Background: an optimization exercise with open tools, aiming at small area and a short achievable clock period. Do not read the settings as production practice. Where RTL was checked, it was by simulation tests only, not by an equivalence proof against the original. No driver is modelled on the clock port, so clocking that relies on it looks cheaper here than on a real chip.

==> inputs of run a <==
// vedic_multiplier_32x32_pipelined
module vedic_multiplier_32x32_pipelined(
    input clk,
    input [31:0] a, b,
    output reg [63:0] result_32x32
);
make LEC_CHECK=0 ABC_AREA=1 CAP_MARGIN=20 CORE_MARGIN=2 CORE_UTILIZATION=55 SLEW_MARGIN=20 SYNTH_HIERARCHICAL=1 SYNTH_MINIMUM_KEEP_SIZE=0 finish   # period 11.5 ns
run.sh (not shown) runs the stock make flow with config.mk's settings and CLKGATE_MAP_FILE= SYNTH_SCRIPT=/design/flow/synth_recipe.tcl, a recipe that flattens the netlist after the stock synthesis.
==> inputs of run b, as changes to run a <==
==> flow/flow/run.sh (new file) <==
#!/bin/bash
# Own layout flow: the standard ORFS flow (standard.sh, unchanged synthesis),
# with the I/O port buffers made of sky130_fd_sc_hd__buf_2 cells instead of the
# delay-cell buffer that buffer_ports picks by default.
# make's full output goes to standard_flow.log here; ORFS keeps each step's log
# under orfs/logs/.
set -euo pipefail
bash standard.sh "BUFFER_PORTS_ARGS=-buffer_cell sky130_fd_sc_hd__buf_2" finish > standard_flow.log 2>&1
==> flow/standard.sh (new file) <==
#!/bin/bash
# synth_recipe.tcl (not shown) runs the flow's synth.tcl, then flattens the netlist and writes it again
# the make line also repeats each setting of config.mk as NAME=value (left out here)
make -C /OpenROAD-flow-scripts/flow DESIGN_CONFIG=/design/flow/config.mk WORK_HOME=/design/flow/orfs CLKGATE_MAP_FILE= SYNTH_SCRIPT=/design/flow/synth_recipe.tcl "${@:-finish}"
--- a/flow/config.mk
+++ b/flow/config.mk
@@ -6,9 +6,9 @@
 export NUM_CORES = 4
 export LEC_CHECK = 0
 export ABC_AREA = 1
-export CAP_MARGIN = 20
+export CAP_MARGIN = 50
 export CORE_MARGIN = 2
 export CORE_UTILIZATION = 55
-export SLEW_MARGIN = 20
+export SLEW_MARGIN = 70
 export SYNTH_HIERARCHICAL = 1
 export SYNTH_MINIMUM_KEEP_SIZE = 0
removed: flow/run.sh
==> inputs of run c, as changes to run a <==
--- a/flow/config.mk
+++ b/flow/config.mk
@@ -6,9 +6,9 @@
 export NUM_CORES = 4
 export LEC_CHECK = 0
 export ABC_AREA = 1
-export CAP_MARGIN = 20
+export CAP_MARGIN = 50
 export CORE_MARGIN = 2
 export CORE_UTILIZATION = 55
-export SLEW_MARGIN = 20
+export SLEW_MARGIN = 70
 export SYNTH_HIERARCHICAL = 1
 export SYNTH_MINIMUM_KEEP_SIZE = 0
==> results.py <==
metrics = {
    "critical_path": {
        "critPathCaptureType": "flop",
        "crit_required_ps": 11970,
        "path_depth": 7,
    },
    "cells_and_area": {
        "regArea_um2": 10400,
        "fillers": 4951,
        "multi_input_area_share": 0.575,
        "layout_common_cells": "xor2_1, o22ai_1, dfxtp_1",
    },
    "global_route": {
        "grt_pass1_wl_um": 150000,
    },
    "sta": {
        "fmax_mhz": 275,
    },
    "route": {
        "wl_met2_um": 43900,
        "num_vias": 24900,
    },
    "outcome": {
        "status": "no timing/DRC/antenna violations",
    },
    "place": {
        "gp_congestion": 0.891,
    },
}
(the above is from run b)
==> results.py <==
metrics = {
    "outcome": {
        "status": "no timing/DRC/antenna violations",
    },
    "critical_path": {
        "path_depth": 1,
        "critPathCaptureType": "output port",
    },
    "global_route": {
        "grt_pass1_wl_um": 152000,
    },
    "place": {
        "gp_congestion": 0.888,
    },
    "cells_and_area": {
        "fillers": 4838,
        "regArea_um2": 10400,
        "multi_input_area_share": 0.567,
        "inverters": 182,
        "layout_common_cells": "xor2_1, o22ai_1, dfxtp_1",
    },
    "route": {
        "wl_met2_um": 44700,
        "num_vias": 24800,
    },
    "sta": {
        "fmax_mhz": 262,
    },
    "clocking": {
        "htree_levels": 2,
    },
}
(the above is from run c)
==> results.py <==
metrics = {
    "route": {
        "wl_met2_um": 44800,
        "num_vias": 24600,
    },
    "critical_path": {
        "crit_required_ps": 12050,
        "path_depth": 12,
        "critPathCaptureType": "flop",
    },
    "cells_and_area": {
        "regArea_um2": 10400,
        "multi_input_area_share": 0.579,
        "layout_common_cells": "xor2_1, o22ai_1, dfxtp_1",
        "fillers": 4933,
    },
    "sta": {
        "worst_slack_ps": 7590,
        "fmax_mhz": 256,
    },
    "place": {
        "gp_congestion": 0.888,
    },
    "global_route": {
        "grt_pass1_wl_um": 151000,
    },
    "outcome": {
        "status": "no timing/DRC/antenna violations",
    },
}
(the above is from run a)
Function was not checked in any run of this note: the RTL went through the layout flow alone.

---

==> job 976: inputs <==
vedic_multiplier_32x32_pipelined, a different RTL version from the one above (not shown whole).
clock: 11.5 ns
lec_check: 0
abc_area: 1
cap_margin: 50
core_margin: 2
core_utilization: 55
cts_cluster_diameter: 120
cts_cluster_size: 26
slew_margin: 70
synth_hierarchical: 1
synth_minimum_keep_size: 0
standard.sh (not shown) runs the stock make flow with config.mk's settings and CLKGATE_MAP_FILE= SYNTH_SCRIPT=/design/flow/synth_recipe.tcl, a recipe that flattens the netlist after the stock synthesis.
==> flow/flow/run.sh <==
#!/bin/bash
# Own layout flow: the standard ORFS flow (standard.sh, unchanged synthesis)
# with two changes:
#  - the I/O port buffers are sky130_fd_sc_hd__buf_2 cells instead of the
#    delay-cell buffer that buffer_ports picks by default;
#  - after CTS, post_cts.tcl drops the clock tree's root buffer when it only
#    feeds the few first-level clock buffers (one stage less for every register).
# make's full output goes to standard_flow.log here; ORFS keeps each step's log
# under orfs/logs/.
set -euo pipefail
here=$(pwd)
bash standard.sh "BUFFER_PORTS_ARGS=-buffer_cell sky130_fd_sc_hd__buf_2" \
  "POST_CTS_TCL=$here/flow/post_cts.tcl" finish > standard_flow.log 2>&1
==> flow/flow/post_cts.tcl <==
set block [ord::get_db_block]
set clknet [[$block findBTerm clk] getNet]
set loads {}
foreach it [$clknet getITerms] { lappend loads $it }
if {[llength $loads] == 1} {
  set root [[lindex $loads 0] getInst]
  set master [[$root getMaster] getName]
  set out [$root findITerm X]
  if {[string match "sky130_fd_sc_hd__clkbuf_*" $master] && $out ne "NULL"} {
    set onet [$out getNet]
    set sinks {}
    foreach it [$onet getITerms] {
      if {[$it getInst] ne $root} { lappend sinks $it }
    }
    set ok [expr {[llength $sinks] <= 4 && [llength [$onet getBTerms]] == 0}]
    foreach it $sinks {
      if {![string match "sky130_fd_sc_hd__clkbuf_*" [[[$it getInst] getMaster] getName]]} { set ok 0 }
    }
    if {$ok} {
      puts "post_cts: removing root clock buffer [$root getName] ($master), port clk now feeds [llength $sinks] buffers"
      foreach it $sinks { $it disconnect; $it connect $clknet }
      [lindex $loads 0] disconnect
      odb::dbInst_destroy $root
      odb::dbNet_destroy $onet
    } else {
      puts "post_cts: root clock buffer kept"
    }
  }
}
==> inputs of job 5389, as changes to job 976 <==
==> flow/flow/run.sh (replaced) <==
#!/bin/bash
# Own layout flow: the standard ORFS flow (standard.sh, unchanged synthesis),
# with the I/O port buffers made of sky130_fd_sc_hd__buf_2 cells instead of the
# delay-cell buffer that buffer_ports picks by default.
# make's full output goes to standard_flow.log here; ORFS keeps each step's log
# under orfs/logs/.
set -euo pipefail
bash standard.sh "BUFFER_PORTS_ARGS=-buffer_cell sky130_fd_sc_hd__buf_2" finish > standard_flow.log 2>&1
CAP_MARGIN = 60   (was 50)
SLEW_MARGIN = 85   (was 70)
removed: flow/flow/post_cts.tcl
==> run_results.csv <==
group,metric,value,unit
outcome,outcome,"no timing/DRC/antenna violations",
sta,max_freq,0.3030,GHz
sta,slew_headroom,68.11,%
grt,gr-usage-met1,44.19,%
sta,tightest_slew,0.4777,ns
detailed_routing,drtIter0Drc,2057,
grt,grt_max_degree,36,
# the run above: job 976

==> run_results.csv <==
group,metric,value,unit
sta,slew_headroom,83.36,%
final_layout,fin_cells,3870,
grt,grt_max_degree,28,
outcome,outcome,"no timing/DRC/antenna violations",
synth,synth_xor_area_share,15.03,%
sta,tightest_slew,0.2496,ns
# the run above: job 5389


---

==> run P: inputs <==
vedic_multiplier_32x32_pipelined again, from the RTL that the note above started with.
Settings: LEC_CHECK=0, ABC_AREA=1, CAP_MARGIN=50, CORE_MARGIN=2, CORE_UTILIZATION=55, CTS_CLUSTER_DIAMETER=120, CTS_CLUSTER_SIZE=26, SLEW_MARGIN=70, SYNTH_HIERARCHICAL=1, SYNTH_MINIMUM_KEEP_SIZE=0; clock period 11.5 ns.
==> flow/flow/run.sh <==
#!/bin/bash
# Own layout flow: the standard ORFS flow (standard.sh, unchanged synthesis),
# with the I/O port buffers made of sky130_fd_sc_hd__buf_2 cells instead of the
# delay-cell buffer that buffer_ports picks by default.
# make's full output goes to standard_flow.log here; ORFS keeps each step's log
# under orfs/logs/.
set -euo pipefail
bash standard.sh "BUFFER_PORTS_ARGS=-buffer_cell sky130_fd_sc_hd__buf_2" finish > standard_flow.log 2>&1
==> inputs of run H, as changes to run P <==
- CORE_UTILIZATION: 55 -> 65
==> comparison <==
Run H finished clean. Run P produced a clean layout.
Of run H and run P, run P has the higher routed wire length (gap about 2.5%, measured against run P).
Between run P and run H, the lower final cell count is in run H (gap 2.9%, measured against run H).
Sequential share of layout area: run P is lower than run H (0.21 points).

---

==> run X: inputs <==
vedic_multiplier_32x32_pipelined, a different RTL version from the one above (not shown whole).
Design vedic_multiplier_32x32_pipelined, start of the top module:
module vedic_multiplier_32x32_pipelined(
    input clk,
    input [31:0] a, b,
    output reg [63:0] result_32x32
);
clock: 11.5 ns
lec_check: 0
abc_area: 1
cap_margin: 50
core_margin: 2
core_utilization: 55
cts_cluster_diameter: 120
cts_cluster_size: 26
slew_margin: 70
synth_hierarchical: 1
synth_minimum_keep_size: 0
==> flow/flow/run.sh <==
#!/bin/bash
# Own layout flow: the standard ORFS flow (standard.sh, unchanged synthesis)
# with two changes:
#  - the I/O port buffers are sky130_fd_sc_hd__buf_2 cells instead of the
#    delay-cell buffer that buffer_ports picks by default;
#  - after CTS, post_cts.tcl drops the clock tree's root buffer when it only
#    feeds the few first-level clock buffers (one stage less for every register).
# make's full output goes to standard_flow.log here; ORFS keeps each step's log
# under orfs/logs/.
set -euo pipefail
here=$(pwd)
bash standard.sh "BUFFER_PORTS_ARGS=-buffer_cell sky130_fd_sc_hd__buf_2" \
  "POST_CTS_TCL=$here/flow/post_cts.tcl" finish > standard_flow.log 2>&1
==> flow/flow/post_cts.tcl <==
set block [ord::get_db_block]
set clknet [[$block findBTerm clk] getNet]
set loads {}
foreach it [$clknet getITerms] { lappend loads $it }
if {[llength $loads] == 1} {
  set root [[lindex $loads 0] getInst]
  set master [[$root getMaster] getName]
  set out [$root findITerm X]
  if {[string match "sky130_fd_sc_hd__clkbuf_*" $master] && $out ne "NULL"} {
    set onet [$out getNet]
    set sinks {}
    foreach it [$onet getITerms] {
      if {[$it getInst] ne $root} { lappend sinks $it }
    }
    set ok [expr {[llength $sinks] <= 4 && [llength [$onet getBTerms]] == 0}]
    foreach it $sinks {
      if {![string match "sky130_fd_sc_hd__clkbuf_*" [[[$it getInst] getMaster] getName]]} { set ok 0 }
    }
    if {$ok} {
      puts "post_cts: removing root clock buffer [$root getName] ($master), port clk now feeds [llength $sinks] buffers"
      foreach it $sinks { $it disconnect; $it connect $clknet }
      [lindex $loads 0] disconnect
      odb::dbInst_destroy $root
      odb::dbNet_destroy $onet
    } else {
      puts "post_cts: root clock buffer kept"
    }
  }
}
==> run E (differences from run X) <==
CAP_MARGIN = 20   (was 50)
SLEW_MARGIN = 30   (was 70)
==> run D (differences from run X) <==
CAP_MARGIN = 30   (was 50)
SLEW_MARGIN = 50   (was 70)
==> impl_metrics.toml <==
[status]
status = "complete, no violations"

[global_routing]
grtUsageMet1 = 0.415

[cells_and_area]
nonClkBufAreaFrac = 0.0313
final_area_sq_um = 34900

[clock_tree]
clock_latency_ns = 0.46

[setup_path]
reg2reg_depth = 8

[placed_design]
place_area_sq_um = 34200

[power]
That was run D.
==> impl_metrics.toml <==
[cells_and_area]
nonClkBufAreaFrac = 0.0319
final_area_sq_um = 34900

[logic_synthesis]
synthCells = 2999

[setup_path]
reg2reg_depth = 5

[status]
status = "complete, no violations"

[global_routing]
grtUsageMet1 = 0.410

[floorplan]
start_util = 0.553

[placed_design]
place_area_sq_um = 34200
That was run E.
==> impl_metrics.toml <==
[setup_path]
reg2reg_depth = 6

[logic_synthesis]
synthXorXnorAreaFrac = 0.150

[global_routing]
grtUsageMet1 = 0.410

[status]
status = "complete, no violations"

[cells_and_area]
nonClkBufAreaFrac = 0.0632

[placed_design]
place_area_sq_um = 35200

[clock_tree]
clock_latency_ns = 0.49
That was run X.

---

==> fjord: inputs <==
vedic_multiplier_32x32_pipelined, a different RTL version from the one above (not shown whole).
export LEC_CHECK = 0
export ABC_AREA = 1
export CAP_MARGIN = 50
export CORE_MARGIN = 2
export CORE_UTILIZATION = 55
export CTS_CLUSTER_DIAMETER = 120
export CTS_CLUSTER_SIZE = 26
export SLEW_MARGIN = 70
export SYNTH_HIERARCHICAL = 1
export SYNTH_MINIMUM_KEEP_SIZE = 0
create_clock -name core_clock -period 11.5 [get_ports {clk}]
Scripts as last shown in full above: flow/flow/run.sh, flow/flow/post_cts.tcl
==> ember: changes against fjord <==
- CAP_MARGIN: 50 -> 30
- SLEW_MARGIN: 70 -> 50
==> comparison table <==
item	fjord	ember
Max Clock Skew	0.0430 ns	0.0265 ns
Endpoint of the worst hold path	p3[9]$_DFF_P_	result_32x32[6]$_DFF_P_
Sequential cell area share	29.8%	30.5%
Status	complete, no violations	complete, no violations
Clock Network Area Fraction	1.80%	1.86%
Placed cell areas	0.0352 mm2	0.0343 mm2
Layout clock buffers	30	31
Arrival time of data at the critical path endpoint	0.93 ns	0.92 ns
Total area of sequential cells	0.0107 mm2	0.0107 mm2
Fraction of final layout cells sized beyond drive strength 1	10.7%	9.87%
Initial antenna violation count	5	6

-- afterwards: timing with drivers on the ports --
Ports are ideal in the flow. The routed layouts listed here were re-timed in OpenROAD. Step 1 (the two cells are an assumption about what drives the block):
set clk [get_ports {clk}]
set_driving_cell -lib_cell sky130_fd_sc_hd__clkbuf_16 $clk
set_driving_cell -lib_cell sky130_fd_sc_hd__buf_2 [delete_from_list [all_inputs] $clk]
Step 2 also shifts input and output timing later by t, the mid clock arrival at the registers, as if the neighbouring blocks saw the same clock. Slacks: ideal / step 1 / step 2; pairs: ideal / step 1.
| run | shift t [ns] | slack for setup (ns) | hold slack, ns | worst setup path after step 2 | cell pins on the clock port's net |
|---|---|---|---|---|---|
| run a | 0.685 | 7.588 / 7.588 / 7.588 | 0.321 / 0.321 / 0.321 | register to register | 1 |
| run b | 0.682 | 7.869 / 7.869 / 7.869 | 0.319 / 0.319 / 0.319 | register to register | 1 |
| run c | 0.682 | 7.689 / 7.628 / 7.885 | 0.324 / 0.324 / 0.324 | register to register | 1 |
| job 976 | 0.526 | 8.200 / 8.200 / 8.200 | 0.321 / 0.321 / 0.321 | register to register | 2 |
| job 5389 | 0.645 | 8.138 / 8.076 / 8.188 | 0.324 / 0.324 / 0.324 | register to register | 1 |
| run P | 0.649 | 8.155 / 8.090 / 8.197 | 0.321 / 0.321 / 0.321 | register to register | 1 |
| run H | 0.655 | 8.105 / 8.043 / 8.176 | 0.321 / 0.321 / 0.321 | register to register | 1 |
| run X | 0.557 | 8.262 / 8.174 / 8.549 | 0.324 / 0.324 / 0.324 | register to register | 2 |
| run E | 0.555 | 8.265 / 8.178 / 8.274 | 0.320 / 0.320 / 0.320 | register to register | 2 |
| run D | 0.530 | 8.283 / 8.200 / 8.382 | 0.324 / 0.324 / 0.324 | register to register | 2 |
| fjord | 0.534 | 8.271 / 8.192 / 8.572 | 0.323 / 0.323 / 0.323 | register to register | 2 |
| ember | 0.538 | 8.277 / 8.199 / 8.285 | 0.332 / 0.332 / 0.332 | register to register | 2 |
After both steps setup and hold are still met in every run listed.
